Source: an optimization exercise on an open RTL-to-GDS flow (aim: a short achievable clock period). Production flows keep margins and buffers that such runs may drop. Function was checked by simulation only, so behaviour that the tests miss may differ from the original. Power and IR drop assume default switching activity.

==> 05-25: inputs <==
// riscv_core
module riscv_core (
	input         clock,
	input         reset,
	output [31:0] PC_out,
	input  [31:0] instr_in,
	output        instr_en,
	output [31:0] data_addr,
	output        ren,
	output        wen,
	output [31:0] data_out,
	input  [31:0] data_in,
	output [3:0]  byte_select,
	input         memReady,
	input         software_interrupt,
	input         timer_interrupt,
	input         external_interrupt
);
export LEC_CHECK = 0
export CAP_MARGIN = 20
export CORE_MARGIN = 2
export CORE_UTILIZATION = 32
export SLEW_MARGIN = 20
create_clock -name core_clock -period 12.5 [get_ports {clock}]
run.sh (not shown) runs the stock make flow with config.mk's settings and CLKGATE_MAP_FILE= SYNTH_SCRIPT=/design/flow/synth_recipe.tcl, a recipe that flattens the netlist after the stock synthesis.
==> 01-08: changes against 05-25 <==
--- a/flow/design.v
+++ b/flow/design.v
@@ -877,10 +877,11 @@
 wire	[31:0]	WB_csr_data = mr ? MEMWB_wbData : 32'b0;
 reg		s2_q;		 
 reg		s34_q;		 
 reg		X_q;		 
 reg		brtaken_q;	 
+reg		Y_q;		 
 wire PCSrc = EXMEM_JumpJALR | brtaken_q;
 wire int_trap = int_taken;
 wire stallY = ~s2_q & s34_q;
 wire write_pc		= int_trap | PCSrc | (mr & ~stallY);
 wire write_ifid		= mr & ~s2_q & ~s34_q;
@@ -889,11 +890,11 @@
 wire write_memwb	= mr;
 wire bubble_idex	= int_trap | PCSrc | (mr & (s2_q | s34_q));
 wire bubble_exmem	= int_trap | PCSrc;
 wire bubble_ifid	= int_trap | PCSrc | flushPipeline | (mr & ~s2_q & ~s34_q & (Jump | trap_in_ID));
 assign trap_waiting	= mr & syscall & ~s2_q & ~s34_q;
-assign instr_en		= ~(X_q | (mr & stallY));
+assign instr_en		= ~(X_q | (mr & Y_q));
 assign PC_out = PC;
 assign instr = instr_in;
 assign wen = EXMEM_MemWrite;
 always @(posedge clock or negedge reset)
 begin
@@ -1208,42 +1209,56 @@
 	.ALUcntrl(ALUcntrl),
 	.opcode(opcode)
 );
 reg fA_ex, fA_wb;		 
 reg fB_ex, fB_wb;		 
-wire [31:0] wbA = (IDEX_reg_type == 2'b01) ? MEMWB_wbData : MEMWB_wRegData;
-wire [31:0] bypassOutA = IDEX_csr_imm ? {27'b0, IDEX_instr_rs1} :
-                         fA_ex ? EXMEM_ALUOut : fA_wb ? wbA : IDEX_rdA;
-wire [31:0] bypassOutB = fB_ex ? EXMEM_ALUOut : fB_wb ? wbA :
-                         ((IDEX_reg_type == 2'b01) ? csr_data : IDEX_rdB);
-wire [31:0] ALUInA = IDEX_inA_is_PC ? IDEX_PC : bypassOutA;
-wire [31:0] ALUInB = (IDEX_Jump | IDEX_JumpJALR) ? 32'd4 :
-                     (IDEX_ALUSrc == 1'b0) ? bypassOutB : IDEX_signExtend;
+reg bA_imm, bA_ex, bA_wbc, bA_wbr, bA_rf;			 
+reg aA_pc, aA_imm, aA_ex, aA_wbc, aA_wbr, aA_rf;	 
+reg bB_ex, bB_wbc, bB_wbr, bB_csr, bB_rf;			 
+reg aB_4, aB_imm, aB_ex, aB_wbc, aB_wbr, aB_csr, aB_rf;	 
+wire [31:0] bypassOutA = ({32{bA_imm}} & {27'b0, IDEX_instr_rs1}) | ({32{bA_ex}} & EXMEM_ALUOut) |
+                         ({32{bA_wbc}} & MEMWB_wbData) | ({32{bA_wbr}} & MEMWB_wRegData) |
+                         ({32{bA_rf}} & IDEX_rdA);
+wire [31:0] bypassOutB = ({32{bB_ex}} & EXMEM_ALUOut) | ({32{bB_wbc}} & MEMWB_wbData) |
+                         ({32{bB_wbr}} & MEMWB_wRegData) | ({32{bB_csr}} & csr_data) |
+                         ({32{bB_rf}} & IDEX_rdB);
+wire [31:0] ALUInA = ({32{aA_pc}} & IDEX_PC) | ({32{aA_imm}} & {27'b0, IDEX_instr_rs1}) |
+                     ({32{aA_ex}} & EXMEM_ALUOut) | ({32{aA_wbc}} & MEMWB_wbData) |
+                     ({32{aA_wbr}} & MEMWB_wRegData) | ({32{aA_rf}} & IDEX_rdA);
+wire [31:0] ALUInB = ({32{aB_4}} & 32'd4) | ({32{aB_imm}} & IDEX_signExtend) |
+                     ({32{aB_ex}} & EXMEM_ALUOut) | ({32{aB_wbc}} & MEMWB_wbData) |
+                     ({32{aB_wbr}} & MEMWB_wRegData) | ({32{aB_csr}} & csr_data) |
+                     ({32{aB_rf}} & IDEX_rdB);
 wire [31:0] BranchInA = (IDEX_JumpJALR == 1'b1) ? bypassOutA : IDEX_PC;
 wire [31:0] BranchALUOut = BranchInA + IDEX_signExtend;
 wire [31:0] alu_add = ALUInA + ALUInB;
 wire [31:0] alu_sub = ALUInA - ALUInB;
 wire [32:0] alu_usub = {1'b0, ALUInA} - {1'b0, ALUInB};
 wire signed [31:0] sALUInA = ALUInA;
 wire signed [31:0] sALUInB = ALUInB;
 wire        alu_lt  = sALUInA < sALUInB;
 wire        alu_ltu = ALUInA < ALUInB;
 wire [31:0] alu_sra = sALUInA >>> ALUInB[4:0];
-wire [31:0] ALUOut =
-	({32{IDEX_op[O_ADD]}}   & alu_add) |
-	({32{IDEX_op[O_SUB]}}   & alu_sub) |
+wire [31:0] alu_log =
 	({32{IDEX_op[O_XOR]}}   & (ALUInA ^ ALUInB)) |
 	({32{IDEX_op[O_OR]}}    & (ALUInA | ALUInB)) |
 	({32{IDEX_op[O_AND]}}   & (ALUInA & ALUInB)) |
-	({32{IDEX_op[O_SLL]}}   & (ALUInA << ALUInB[4:0])) |
-	({32{IDEX_op[O_SRL]}}   & (ALUInA >> ALUInB[4:0])) |
-	({32{IDEX_op[O_SRA]}}   & alu_sra) |
-	({32{IDEX_op[O_SLT]}}   & {31'b0, alu_lt}) |
-	({32{IDEX_op[O_SLTU]}}  & {31'b0, alu_ltu}) |
-	({32{IDEX_op[O_SUBU]}}  & alu_usub[32:1]) |
 	({32{IDEX_op[O_LUI]}}   & {ALUInB[31:12], 12'b0}) |
 	({32{IDEX_op[O_CLEAR]}} & {31'b0, (ALUInA == 32'b0) & ALUInB[0]});
+wire [31:0] alu_sh =
+	({32{IDEX_op[O_SLL]}}   & (ALUInA << ALUInB[4:0])) |
+	({32{IDEX_op[O_SRL]}}   & (ALUInA >> ALUInB[4:0])) |
+	({32{IDEX_op[O_SRA]}}   & alu_sra);
+wire        alu_ltx = (IDEX_op[O_SLT] & alu_lt) | (IDEX_op[O_SLTU] & alu_ltu);
+wire        op_log = IDEX_op[O_XOR] | IDEX_op[O_OR] | IDEX_op[O_AND] | IDEX_op[O_LUI] | IDEX_op[O_CLEAR];
+wire        op_sh  = IDEX_op[O_SLL] | IDEX_op[O_SRL] | IDEX_op[O_SRA];
+wire        op_lt  = IDEX_op[O_SLT] | IDEX_op[O_SLTU];
+wire [31:0] ALUOut =
+	({32{IDEX_op[O_ADD]}}   & alu_add) |
+	({32{IDEX_op[O_SUB]}}   & alu_sub) |
+	alu_log | alu_sh | {31'b0, alu_ltx} |
+	({32{IDEX_op[O_SUBU]}}  & alu_usub[32:1]);
 reg brcond;
 always @(*) begin
 	case (IDEX_funct3)
 		3'b000:	brcond = (ALUInA == ALUInB);
 		3'b001:	brcond = (ALUInA != ALUInB);
@@ -1388,44 +1403,88 @@
 wire fA_wb_d = ~fA_ex_d & MEMWB_rw_d & (MEMWB_rd_d != 5'b0) & (MEMWB_rd_d == IDEX_rs1_d);
 wire fB_ex_d = (IDEX_rt_d == 2'b00) ? (EXMEM_rw_d & (EXMEM_rd_d == IDEX_rs2_d)) :
                (IDEX_rt_d == 2'b01) ? (EXMEM_rw_d & (EXMEM_rd_d != 5'b0) & (EXMEM_csra_d == IDEX_csra_d)) : 1'b0;
 wire fB_wb_d = ~fB_ex_d & ((IDEX_rt_d == 2'b00) ? (MEMWB_rw_d & (MEMWB_rd_d == IDEX_rs2_d)) :
                (IDEX_rt_d == 2'b01) ? (MEMWB_rw_d & (MEMWB_rd_d != 5'b0) & (MEMWB_csra_d == IDEX_csra_d)) : 1'b0);
+wire csrimm_d = bubble_idex ? 1'b0 : (write_idex ? csr_imm_id : IDEX_csr_imm);
+wire inApc_d  = bubble_idex ? 1'b0 : (write_idex ? inA_is_PC : IDEX_inA_is_PC);
+wire alusrc_d = bubble_idex ? 1'b0 : (write_idex ? ALUSrc : IDEX_ALUSrc);
+wire jmp_d    = IDEX_Jump_d | IDEX_JumpJALR_d;
+wire rt01_d   = (IDEX_rt_d == 2'b01);
+wire bA_imm_d = csrimm_d;
+wire bA_ex_d  = ~csrimm_d & fA_ex_d;
+wire bA_wbc_d = ~csrimm_d & fA_wb_d & rt01_d;
+wire bA_wbr_d = ~csrimm_d & fA_wb_d & ~rt01_d;
+wire bA_rf_d  = ~csrimm_d & ~fA_ex_d & ~fA_wb_d;
+wire bB_ex_d  = fB_ex_d;
+wire bB_wbc_d = fB_wb_d & rt01_d;
+wire bB_wbr_d = fB_wb_d & ~rt01_d;
+wire bB_csr_d = ~fB_ex_d & ~fB_wb_d & rt01_d;
+wire bB_rf_d  = ~fB_ex_d & ~fB_wb_d & ~rt01_d;
+wire bBsel_d  = ~jmp_d & ~alusrc_d;
 wire [31:0] ifid_nx = IFID_instr_d;
 wire        sys_nx  = ~IDEX_Jump_d & ~IDEX_JumpJALR_d & (ifid_nx[6:0] == 7'b1110011) & (ifid_nx[14:12] == 3'b000);
 wire        s2_d    = (IDEX_Branch_d | EXMEM_Branch_d) & sys_nx;
 wire        s34_d   = ((ifid_nx[6:0] == 7'b0000011) & IDEX_MemWrite_d) |
                       (IDEX_MemRead_d & ((IDEX_rd_d == ifid_nx[19:15]) | (IDEX_rd_d == ifid_nx[24:20])));
 wire        X_d     = ~int_taken_nx & (EXMEM_JumpJALR_d | brtaken_d);
 wire ldf_ex = IDEX_RegWrite & (RegWriteAddr != 5'b0) & (RegWriteAddr == instr_rs1);
 wire ldf_wb = EXMEM_RegWrite & (EXMEM_RegWriteAddr != 5'b0) & (EXMEM_RegWriteAddr == instr_rs1);
-wire [31:0] ldbase = ldf_ex ? ALUOut : ldf_wb ? wRegData_nx : rdA;
-wire [31:0] ldaddr = ldbase + signExtend;
+wire [31:0] ld_csa_s  = ALUInA ^ ALUInB ^ signExtend;
+wire [31:0] ld_csa_c  = (ALUInA & ALUInB) | (ALUInA & signExtend) | (ALUInB & signExtend);
+wire [31:0] ld_csu_s  = ALUInA ^ ~ALUInB ^ signExtend;
+wire [31:0] ld_csu_c  = (ALUInA & ~ALUInB) | (ALUInA & signExtend) | (~ALUInB & signExtend);
+wire [31:0] ld_add    = ld_csa_s + {ld_csa_c[30:0], 1'b0};
+wire [31:0] ld_sub    = ld_csu_s + {ld_csu_c[30:0], 1'b1};
+wire [31:0] ld_log    = alu_log + signExtend;
+wire [31:0] ld_sh     = alu_sh + signExtend;
+wire [31:0] imm_p1    = signExtend + 32'd1;
+wire [31:0] ld_lt     = alu_ltx ? imm_p1 : signExtend;
+wire [31:0] ld_fwd    = ({32{IDEX_op[O_ADD]}} & ld_add) | ({32{IDEX_op[O_SUB]}} & ld_sub) |
+                        ({32{op_log}} & ld_log) | ({32{op_sh}} & ld_sh) | ({32{op_lt}} & ld_lt);
+wire [31:0] ld_wb     = wRegData_nx + signExtend;
+wire [31:0] ld_rf     = rdA + signExtend;
+wire [31:0] ldaddr    = ldf_ex ? ld_fwd : ldf_wb ? ld_wb : ld_rf;
 wire        ld_enter = MemRead & ~bubble_idex;
 reg [31:0] da_q;
 reg        ren_q;
 always @(posedge clock or negedge reset)
 begin
 	if (reset == 1'b0) begin
 		fA_ex <= 1'b0;
 		fA_wb <= 1'b0;
 		fB_ex <= 1'b0;
 		fB_wb <= 1'b0;
+		bA_imm <= 1'b0; bA_ex <= 1'b0; bA_wbc <= 1'b0; bA_wbr <= 1'b0; bA_rf <= 1'b1;
+		aA_pc <= 1'b0; aA_imm <= 1'b0; aA_ex <= 1'b0; aA_wbc <= 1'b0; aA_wbr <= 1'b0; aA_rf <= 1'b1;
+		bB_ex <= 1'b0; bB_wbc <= 1'b0; bB_wbr <= 1'b0; bB_csr <= 1'b0; bB_rf <= 1'b1;
+		aB_4 <= 1'b0; aB_imm <= 1'b0; aB_ex <= 1'b0; aB_wbc <= 1'b0; aB_wbr <= 1'b0; aB_csr <= 1'b0; aB_rf <= 1'b1;
 		s2_q  <= 1'b0;
 		s34_q <= 1'b0;
 		X_q   <= 1'b0;
+		Y_q   <= 1'b0;
 		ren_q <= 1'b0;
 		da_q  <= 32'b0;
 	end
 	else begin
 		fA_ex <= fA_ex_d;
 		fA_wb <= fA_wb_d;
 		fB_ex <= fB_ex_d;
 		fB_wb <= fB_wb_d;
+		bA_imm <= bA_imm_d; bA_ex <= bA_ex_d; bA_wbc <= bA_wbc_d; bA_wbr <= bA_wbr_d; bA_rf <= bA_rf_d;
+		aA_pc  <= inApc_d;
+		aA_imm <= ~inApc_d & bA_imm_d; aA_ex <= ~inApc_d & bA_ex_d; aA_wbc <= ~inApc_d & bA_wbc_d;
+		aA_wbr <= ~inApc_d & bA_wbr_d; aA_rf <= ~inApc_d & bA_rf_d;
+		bB_ex <= bB_ex_d; bB_wbc <= bB_wbc_d; bB_wbr <= bB_wbr_d; bB_csr <= bB_csr_d; bB_rf <= bB_rf_d;
+		aB_4   <= jmp_d;
+		aB_imm <= ~jmp_d & alusrc_d;
+		aB_ex <= bBsel_d & bB_ex_d; aB_wbc <= bBsel_d & bB_wbc_d; aB_wbr <= bBsel_d & bB_wbr_d;
+		aB_csr <= bBsel_d & bB_csr_d; aB_rf <= bBsel_d & bB_rf_d;
 		s2_q  <= s2_d;
 		s34_q <= s34_d;
 		X_q   <= X_d;
+		Y_q   <= ~s2_d & s34_d;
 		ren_q <= IDEX_MemRead_d & ~brtaken_d;
 		if (mr == 1'b1)
 			da_q <= ld_enter ? ldaddr : staddr;
 	end
 end
CORE_UTILIZATION = 45   (was 32)
PLACE_DENSITY = 0.65   (was not set)
SETUP_SLACK_MARGIN = 5   (was not set)
==> notes <==
Between 05-25 and 01-08, the lower hold slack is in 01-08 (gap 0.0020 ns). Between 05-25 and 01-08, the lower global-route usage is in 05-25 (gap 15 points). Between 05-25 and 01-08, the lower synthesized cell count is in 05-25 (gap about 9%, measured against 01-08). Of 01-08 and 05-25, 01-08 has the higher sequential cell count (gap 18). Against 01-08, the synthesized area of 05-25 is smaller by about 7%. Against 01-08, the clock skew of 05-25 is higher by 0.065 ns. In 05-25 the total power is lower than in 01-08, by 5.4%. Between 01-08 and 05-25, the lower worst setup slack is in 05-25 (gap 2.1 ns). Between 01-08 and 05-25, the lower utilization is in 05-25 (gap 14 points). In 05-25 the sequential share of layout area is higher than in 01-08, by 1.9 points. Against 01-08, the first-iteration DRC count of 05-25 is smaller by about 18%.
==> figures <==
| metric | 01-08 | 05-25 |
|---|---|---|
| Status | complete, no violations | complete, no violations |
| DP Area | 129000 um^2 | 121000 um^2 |
| Fillcell total | 24800 | 35600 |
| Die footprint | 277000 um^2 | 360000 um^2 |
| Clock group | 0.00703 W | 0.00715 W |
| Final estimated routing congestion in global placement | 1.08 | 1.05 |
| Clock network fraction of design power | 25.4% | 27.3% |
| Detailed-routed wire length on met2 | 262000 um | 242000 um |
| Number of multi-input logic gates | 9609 | 8578 |
| Global Route met1 Usage | 57.2% | 39.5% |
| Number of instances in the synthesized netlist | 13100 | 11900 |
| Number of buffers and inverters on the critical path | 2 | 3 |
| WL met3 | 93500 um | 76300 um |
| Clock transition at path regs | 0.07 ns | 0.06 ns |
| Flip-flop and latch share of the layout cell area | 36.6% | 38.4% |
| Number of non-clock buffers | 626 | 564 |
| Post-route clock period utilization | 61.0% | 77.7% |
| Worst hold-check slack | 0.402 ns | 0.404 ns |
| Fraction of the yosys area taken by sequential cells | 40.8% | 43.6% |
| Util after Layout | 50.6% | 36.6% |
| Required time of the critical path | 13.32 ns | 13.25 ns |
| Final net count | 13300 | 11900 |
| Largest net degree at the start of global routing | 176 | 184 |

static timing again, ports no longer ideal:
No port has a modelled driver above. Below, the same layouts with a new extraction and two added sets of constraints. Step 1 (the two cells are an assumption about what drives the block):
set clk [get_ports {clock}]
set_driving_cell -lib_cell sky130_fd_sc_hd__clkbuf_16 $clk
set_driving_cell -lib_cell sky130_fd_sc_hd__buf_2 [delete_from_list [all_inputs] $clk]
Step 2 also shifts input and output timing later by t, the mid clock arrival at the registers, as if the neighbouring blocks saw the same clock. Slacks: no drivers / after step 1 / after step 2; pairs: no drivers / after step 1.
run | shift t [ns] | setup slack, ns | worst register clock-pin slew, ns
05-25 | 1.071 | 2.791 / 2.791 / 2.791 | 0.07 / 0.07
01-08 | 1.052 | 4.873 / 4.873 / 4.320 | 0.07 / 0.07
After both steps every run listed still meets setup and hold. The setup slack of 01-08, which loses most, moves by 0.000 ns with the drivers and by -0.553 ns with both steps.
